Context: an optimization exercise on an open-source flow, tuned for small area. The choices shown serve that exercise and are no tape-out recipe. In this exercise RTL edits were held to simulation tests only and were not proved equivalent to the original. Power and IR drop assume default switching activity.

==> design/flow/config.mk <==
export PLATFORM = sky130hd
export DESIGN_NAME = main
export DESIGN_NICKNAME = main
export VERILOG_FILES = /design/flow/design.v
export SDC_FILE = /design/flow/constraint.sdc
export NUM_CORES = 4
export LEC_CHECK = 0
export CAP_MARGIN = 20
export CORE_MARGIN = 2
export CORE_UTILIZATION = 40
export SLEW_MARGIN = 20
==> design/flow/design.v <==
`timescale 1ns / 1ps
module pc(
    clock, reset, in_pc, out_pc
    );
    input clock, reset;
    input [7:0] in_pc ;
    output reg [7:0] out_pc;
    always@(posedge clock)
    begin
    if(reset) 
        out_pc<=8'd0;
    else 
        out_pc <= in_pc;
    end
endmodule
`timescale 1ns / 1ps
module Control_Unit (control_opcode, reg_dst, jumpp, branch, mem_read, mem_to_reg, alu_op, mem_write, ALU_src, reg_write);
    input [2:0] control_opcode;
    output reg [1:0] alu_op;
    output reg reg_dst, jumpp, branch, reg_write,  mem_read, mem_to_reg, mem_write, ALU_src;
    parameter  LOAD_WORD_OPCODE = 3'b001,
                STORE_WORD_OPCODE = 3'b010,
                JUMP_OPCODE = 3'b011,
                ADD_OPCODE = 3'b100,
                ADD_IMMEDIATE_OPCODE = 3'b101,
                SUBTRACT_OPCODE = 3'b110;
    always @(*) begin
        reg_dst <= 0;
        reg_write <= 0;
        branch <= 0;
        jumpp <= 0;
        alu_op <= 2'b00;
        mem_read <= 0;
        mem_write <= 0;
        mem_to_reg <= 0;
        ALU_src <= 0;
        case(control_opcode)
            LOAD_WORD_OPCODE:      
                begin
                    reg_dst <= 0;
                    reg_write <= 1;
                    branch <= 0;
                    jumpp <= 0;
                    alu_op <= 2'b00;
                    mem_read <= 1;
                    mem_write <= 0;
                    mem_to_reg <= 1;
                    ALU_src <= 1;
                end
            STORE_WORD_OPCODE:     
                begin
                    reg_dst <= 0;
                    reg_write <= 0;
                    branch <= 0;
                    jumpp <= 0;
                    alu_op <= 2'b00;
                    mem_read <= 0;
                    mem_write <= 1;
                    mem_to_reg <= 0;
                    ALU_src <= 1;                
                end
            JUMP_OPCODE :    
                begin
                    reg_dst <= 0;
                    reg_write <= 0;
                    branch <= 0;
                    jumpp <= 1;
                    alu_op <= 2'b01;
                    mem_read <= 0;
                    mem_write <= 0;
                    mem_to_reg <= 0;
                    ALU_src <= 0;
                end
            ADD_OPCODE:      
                begin
                    reg_dst <= 1;
                    reg_write <= 1;
                    branch <= 0;
                    jumpp <= 0;
                    alu_op <= 2'b10;
                    mem_read <= 0;
                    mem_write <= 0;
                    mem_to_reg <= 0;
                    ALU_src <= 0;
                end
            ADD_IMMEDIATE_OPCODE:     
                begin
                    reg_dst <= 0;
                    reg_write <= 1;
                    branch <= 0;
                    jumpp <= 0;
                    alu_op <= 2'b11;
                    mem_read <= 0;
                    mem_write <= 0;
                    mem_to_reg <= 0;
                    ALU_src <= 1;
                end
            SUBTRACT_OPCODE:      
                begin
                    reg_dst <= 1;
                    reg_write <= 1;
                    branch <= 0;
                    jumpp <= 0;
                    alu_op <= 2'b10;
                    mem_read <= 0;
                    mem_write <= 0;
                    mem_to_reg <= 0;
                    ALU_src <= 0;
                end
            endcase
        end
endmodule
`timescale 1ns / 1ps
module Register_File(clock, reset, read_register1, read_register2, write_enable, write_register, write_data, read_data1, read_data2);
    input clock;
    input reset;
    input read_register1;
    input read_register2;
    input write_enable;
    input write_register;
    input [7:0] write_data;
    output [7:0] read_data1;
    output [7:0] read_data2;
    reg [7:0] register [0:1];
    assign read_data1 = register[read_register1];
    assign read_data2 = register[read_register2];
    always @(posedge clock)
        begin  
        if (reset)
            begin
            register[0]<=8'b00000101;
            register[1]<=8'b00000001;
            end
        else if (write_enable)
                register[write_register] <= write_data;  
        end   
endmodule
`timescale 1ns / 1ps
module ALUControl(function_input, alu_op, alu_control);  
    input [2:0] function_input;
    input [1:0] alu_op;  
    output reg[2:0] alu_control;
    wire [4:0] alu_control_in;  
    assign alu_control_in = {alu_op, function_input};  
    always @(alu_control_in)  
    casex (alu_control_in)  
        5'b00xxx: alu_control = 3'b001;  
        5'b01xxx: alu_control = 3'b010;  
        5'b10000: alu_control = 3'b001;  
        5'b10010: alu_control = 3'b010;
        5'b11xxx: alu_control = 3'b001;  
    default: alu_control = 3'b000;  
  endcase
endmodule
`timescale 1ns / 1ps
module ALU (opperand_1, opperand_2, opcode, alu_out);
    input [7:0] opperand_1, opperand_2;
    input [2:0] opcode;
    output reg [7:0] alu_out;
    always @(*) begin
        case (opcode)
            3'b000 : alu_out = 0;
            3'b001 : alu_out = opperand_1 + opperand_2;
            3'b010 : alu_out = opperand_1 - opperand_2;
            3'b011 : alu_out = opperand_1 & opperand_2;
            3'b100 : alu_out = opperand_1 | opperand_2;
            3'b101 : alu_out = ~ opperand_1;
            3'b110 : alu_out = ~ opperand_2;
            3'b111 : alu_out = 0;
            default : alu_out = 0;
        endcase
    end
endmodule
`timescale 1ns / 1ps
module signextend(
    in_sign, out_sign
    );
    input [2:0] in_sign;
    output reg [7:0] out_sign;
    always@(*)
    begin
    out_sign[7:0] <= {5'b00000,  in_sign[2:0] };
    end
endmodule
`timescale 1ns / 1ps
module mux(input_1, input_2, select_mux, output_mux);
    input [7:0] input_1;
    input [7:0] input_2;
    input select_mux;
    output reg [7:0] output_mux;
    always@(*)
        begin
            if (select_mux==0 )
                output_mux <= input_1;
            else
                output_mux <= input_2;
        end
endmodule
`timescale 1ns / 1ps
module Data_Memory (clock, enable_write, enable_read, ram_addr, write_data, read_data);
    input wire clock;
    input wire enable_write, enable_read;
    input wire [7:0] ram_addr;
    input wire [7:0] write_data;
    output reg [7:0] read_data;
    reg [7:0] ram[255:0];
    always@(posedge clock)
    begin
        if(enable_write)
            ram[ram_addr] <= write_data;
    end
    always@(*)
    begin
        if(enable_read && !enable_write)
            read_data = ram[ram_addr];
        else
            read_data = 8'd0;
    end
endmodule
`timescale 1ns / 1ps
module pc_adder(
    add_pc, pc_add
    ); 
    input [7:0] add_pc;
    output [7:0] pc_add;
    assign pc_add = add_pc + 1;
endmodule
`timescale 1ns / 1ps
module jump(
    jump_addr, jump_j
    );
    input [4:0] jump_addr;
    output reg [7:0] jump_j;
    always@(*)
    begin
       jump_j[7:0] <= {3'b000, jump_addr[4:0]};
    end
endmodule
`timescale 1ns / 1ps
module main(
    clock, reset, instruction, in_pc, out_pc, alu_op, reg_dst, jumpp, branch, reg_write,  mem_read, mem_to_reg, mem_write, ALU_src,
    read_data1, read_data2, alu_control, alu_out, out_sign, out_put_mux, read_data, ram_reg, pc_add, jump_j
    );
    input clock;
    input reset;
    output wire [7:0] in_pc;
    output wire [7:0] out_pc;
    pc pcc(.clock(clock), .reset(reset), .in_pc(in_pc), .out_pc(out_pc));
    input wire [7:0] instruction;
    output wire [1:0] alu_op;
    output wire reg_dst, jumpp, branch, reg_write,  mem_read, mem_to_reg, mem_write, ALU_src;
    Control_Unit control_unit (.control_opcode(instruction[7:5]), .reg_dst(reg_dst), .jumpp(jumpp), .branch(branch), .mem_read(mem_read), .mem_to_reg(mem_to_reg), .alu_op(alu_op), .mem_write(mem_write), .ALU_src(ALU_src), .reg_write(reg_write));
    output wire[7:0] read_data1;
    output wire[7:0] read_data2;
    Register_File register_file(.clock(clock),.reset(reset),.read_register1(instruction[3]), .read_register2(instruction[4]), .write_enable(reg_write), .write_register(instruction[3]), .write_data(ram_reg),.read_data1(read_data1),.read_data2(read_data2));
    output wire [2:0] alu_control;
    ALUControl alucontrol (.function_input(instruction[2:0]), .alu_op(alu_op), .alu_control(alu_control));
    output wire [7:0] alu_out;
    ALU alu (.opperand_1(read_data1), .opperand_2(out_put_mux), .opcode(alu_control),.alu_out(alu_out));
    output wire [7:0] out_sign;
    signextend se1 ( .in_sign(instruction[2:0]), .out_sign(out_sign));
    output wire [7:0] out_put_mux;
    mux mux0 (.input_1(read_data2), .input_2(out_sign), .select_mux(ALU_src), .output_mux(out_put_mux));
    output wire [7:0] read_data;
    Data_Memory ram (.clock(clock), .enable_write(mem_write), .enable_read(mem_read), .ram_addr(alu_out), .write_data(read_data2), .read_data(read_data));
    output wire [7:0] ram_reg;
    mux mux1 (.input_1(alu_out), .input_2(read_data), .select_mux(mem_to_reg), .output_mux(ram_reg));
    output wire [7:0] pc_add;
    pc_adder pcadd (.add_pc(out_pc), .pc_add(pc_add));
    output wire [7:0] jump_j;
    jump jump1 (.jump_addr(instruction[4:0]), .jump_j(jump_j));    
    mux mux2 (.input_1(pc_add), .input_2(jump_j), .select_mux(jumpp), .output_mux(in_pc));
endmodule
==> design/flow/run.sh <==
#!/bin/bash
# synth_recipe.tcl (not shown) runs the flow's synth.tcl, then flattens the netlist and writes it again
# the make line also repeats each setting of config.mk as NAME=value (left out here)
make -C /OpenROAD-flow-scripts/flow DESIGN_CONFIG=/design/flow/config.mk WORK_HOME=/design/flow/orfs CLKGATE_MAP_FILE= SYNTH_SCRIPT=/design/flow/synth_recipe.tcl finish
==> design/flow/constraint.sdc <==
create_clock -name core_clock -period 10.5 [get_ports {clock}]
set_input_delay 2.1000 -clock core_clock [delete_from_list [all_inputs] [get_ports {clock}]]
set_output_delay 2.1000 -clock core_clock [all_outputs]
set_load 0.01 [all_outputs]
==> notes.md <==
[stage by stage]
| stage | hold WS (ns) | instances |
|---|---|---|
| 5_1_grt | 0.7197 | 9898 |
| 6_report | 0.6483 | 9903 |
| 3_3_place_gp | 0.5938 | 9523 |
| 2_1_floorplan | 0.6242 | 6730 |
| 3_5_place_dp | 0.6422 | 9523 |
| 4_1_cts | 0.6555 | 9897 |
[final cells by class]
class,count,area share
tap,2805,0.03618
sequential,2072,0.6406
timing repair buffer,472,0.04737
antenna,5,0.0001290
clock buffer,257,0.05489
inverter,38,0.002128
multi-input combinational,4140,0.2091
clock inverter,114,0.009583
[cell usage after synthesis, types with 8 or more instances]
library cell  instances
edfxtp_1           2064
nand2_1            2049
nand3_1             788
nor2_1              308
buf_2               204
a31oi_1             201
clkbuf_1            159
a32oi_1             122
and3_1               91
a21oi_1              80
buf_4                59
mux2i_1              59
o21ai_0              52
a311oi_1             43
buf_1                41
nand4_1              37
a22oi_1              32
inv_1                31
nor3_1               24
a221oi_1             22
buf_6                16
o22ai_1              15
a211oi_1             14
ha_1                 14
nor2b_1              13
mux2_2               12
a41oi_1               9
o211ai_1              9
and2_1                8
dfxtp_1               8
nor4_1                8
xnor2_1               8
[metal layers]
metal / vias up / track usage / part of all wire / wire length [µm]
met3: 587 / 0.06260 / 0.12 / 32200
met1: 29082 / 0.3533 / 0.40 / 110700
met2: 3433 / 0.3729 / 0.44 / 121600
met4: 2 / 0.1069 / 0.047 / 12960
met5: - / 0 / 0.000043 / 12
li1: 24968 / - / - / -
[path summary, 6_finish.rpt]
check | endpoint
max | ram_reg[7]
min | pcc.out_pc[6]$_SDFF_PP0_
max reg2reg | ram.ram[22][4]$_DFFE_PP_
min reg2reg | pcc.out_pc[6]$_SDFF_PP0_
[critical path, stage by stage]
cell             delay, ns
clkdlybuf4s50_1       0.49
or3b_4                0.44
inv_8                 0.09
nor2_1                0.07
inv_1                 0.09
nand2_1               0.05
nand2_1               0.14
inv_1                 0.06
ha_1                  0.22
nor2_1                0.14
xor2_1                0.22
ha_1                  0.30
or2_2                 0.32
o21ai_0               0.14
xnor2_2               0.17
a21oi_4               0.25
clkinv_2              0.31
buf_4                 0.31
a221oi_4              0.39
o311ai_0              0.21
buf_4                 0.19
nor4_1                0.28
a21oi_1               0.13
buf_4                 0.19
a31oi_2               0.34
inv_1                 0.08
clkdlybuf4s50_1       0.49
[power by group]
part,internal [mW],switching (mW)
sequential,9.27,0.0104
clock,3.85,3.13
combinational,1.91,4.89
[kinds of logic after synthesis]
kind of cell | Yosys count | synth area share
other | 1 | 0.00004426
AO/OA/AOI/OAI | 671 | 0.05665
adder cells (fa/ha/maj) | 15 | 0.002304
XOR/XNOR | 16 | 0.001817
buffers and inverters | 518 | 0.03017
multiplexers | 71 | 0.008566
AND/OR/NAND/NOR | 3357 | 0.1670
flip-flops | 2072 | 0.7335
[timing repair]
action	in CTS	in global routing
setup buffers	3	0
endpoints found under the setup margin	6	14
pin swaps	1	0
resized for setup	3	21
==> reports/results.tsv <==
stage	metric	value	unit
setup_path	required	8.40	ns
timing	min_period	10.33	ns
setup_path	startpoint	instruction[6]	
global_route	grt_max_degree	151	
global_route	antenna_found_initial	10	
detailed_routing	ant_nets	0	
finish	seq_area	62140	µm²
hold_path	hold_class	register to register	
finish	final_nets	6951	
power	vdd_ir_drop_max	0.0001508	V
die	ioPinCount	111	
setup_path	arrival	8.23	ns
cts	insertion_delay	0.87	ns
global_route	grt_pass1_wl	397200	µm
cts	cts_sinks	2072	
die	die_x	464.2	µm
synthesis	netlist.area_leader.share	0.7316	
synthesis	syn_avg_cell_area	12.61	µm²
place	port_buffers	100	
synthesis	yosysTopAreaCell	edfxtp_1	
place	place_congestion	1.011	
cts	cts_tree	built	
synthesis	syn_inst	6721	
synthesis	ys_types	83	
setup_path	critPathMaxFanout	12	
synthesis	seq_area_frac_synth	0.7335	
cts	cts-root-buf	clkbuf_16	
timing	slew_viol_final	0	
synthesis	syn-cell-area	84720	µm²
detailed_routing	firstDrtPassIters	6	
die	initial_core_util	0.4034	
timing	fmax	0.09677	GHz
detailed_routing	drc	0	
setup_path	ff2ff_path_depth	19	
power	p_per_area	237.7	nW/µm²
cts	numCtsBuffers	202	
finish	areaGrowthSynthToFinish	14.50	%
timing	setup-violations-final	0	
synthesis	ys_top_cells_by_area	edfxtp_1 (73%), nand2_1 (9.1%), nand3_1 (4.7%)	
timing	fin_crit_sh	0.9842	
finish	nFillCells	18586	
status	status	complete, no violations	
timing	tns	0	ns
setup_path	reg2reg_from	register_file.register[0][1]$_SDFFCE_PN0P_	
synthesis	synthFlopType	edfxtp_1	
synthesis	ys_ff_latch	2072	
finish	final_area	97010	µm²
timing	slew_headroom	0.1232	
global_route	grtUsageTotal	0.2521	
die	fp.dieArea	215500	µm²
finish	final_common_cell	edfxtp_1	
die	core_area	210000	µm²
cts	htree_num_levels	4	
flow_run	maxCapViolations	0	
detailed_routing	drt-vias-per-instance	5.864	
die	die_y	464.2	µm
place	placed_cell_area	90580	µm²
cts	path_clk_slew	0.06	ns
hold_path	min_from	pcc.out_pc[6]$_SDFF_PP0_	
synthesis	async_reset_ff_frac	0	
detailed_routing	wirelength	277400	µm
place	dpl.hpwl	176900	µm
finish	drive_gt1_frac	0.1026	
finish	multi_input_area	20290	µm²
power	finalPower	23.06	mW
timing	worst_slack	0.1664	ns
power	power.leakage	32.84	nW
timing	worst_pin_slew	1.312	ns
setup_path	start_kind	primary input	
finish	layout_common_cells	edfxtp_1 (2,064), nand2_1 (2,041), nand3_1 (787), buf_4 (308), nor2_1 (301)	
timing	finalHoldViolCount	0	
timing	fin_skew	0.04856	ns
setup_path	rrSetupSlack	4.23	ns
die	num_rows	168	
detailed_routing	via_count	58072	
setup_path	critPathKind	primary input to primary output	
hold_path	hold_path_depth	2	
synthesis	synth_edf_count	2064	
finish	largest_reg_flops	2048	
place	post-place-ws	-0.4071	ns
cts	ctsHoldBuffers	0	
synthesis	synth_warnings	9	
finish	final_core_util	0.4620	
global_route	grt_pass1_vias	54090	
detailed_routing	avgRoutedWirePerCell	28.02	µm
global_route	grt_overflow	0	
cts	clockBufferDepth	3	
setup_path	crit_path_end_kind	primary output	
detailed_routing	drt_iter0_drc	8389	

what the ideal ports hide:
The results above use ideal ports. As a check the final layout listed here was re-extracted and re-timed, cells and wires unchanged. Step 1, drivers: a clkbuf_16 drives clock and a buf_2 each remaining input, both assumed. Step 2 times the ports against the registers' clock, not the clock port: input delays grow and output delays shrink by t, the midpoint of the rising clock arrivals with the driver on. Three values: no drivers, after step 1, after step 2; two values: the first two.
shift t [ns]: 0.946
slack for setup (ns): 0.166 / 0.134 / 0.134
worst setup path after step 2: input to output
After both steps setup and hold are still met in this run. For this run, drivers alone change the setup slack by -0.032 ns; drivers and shift together by -0.032 ns.
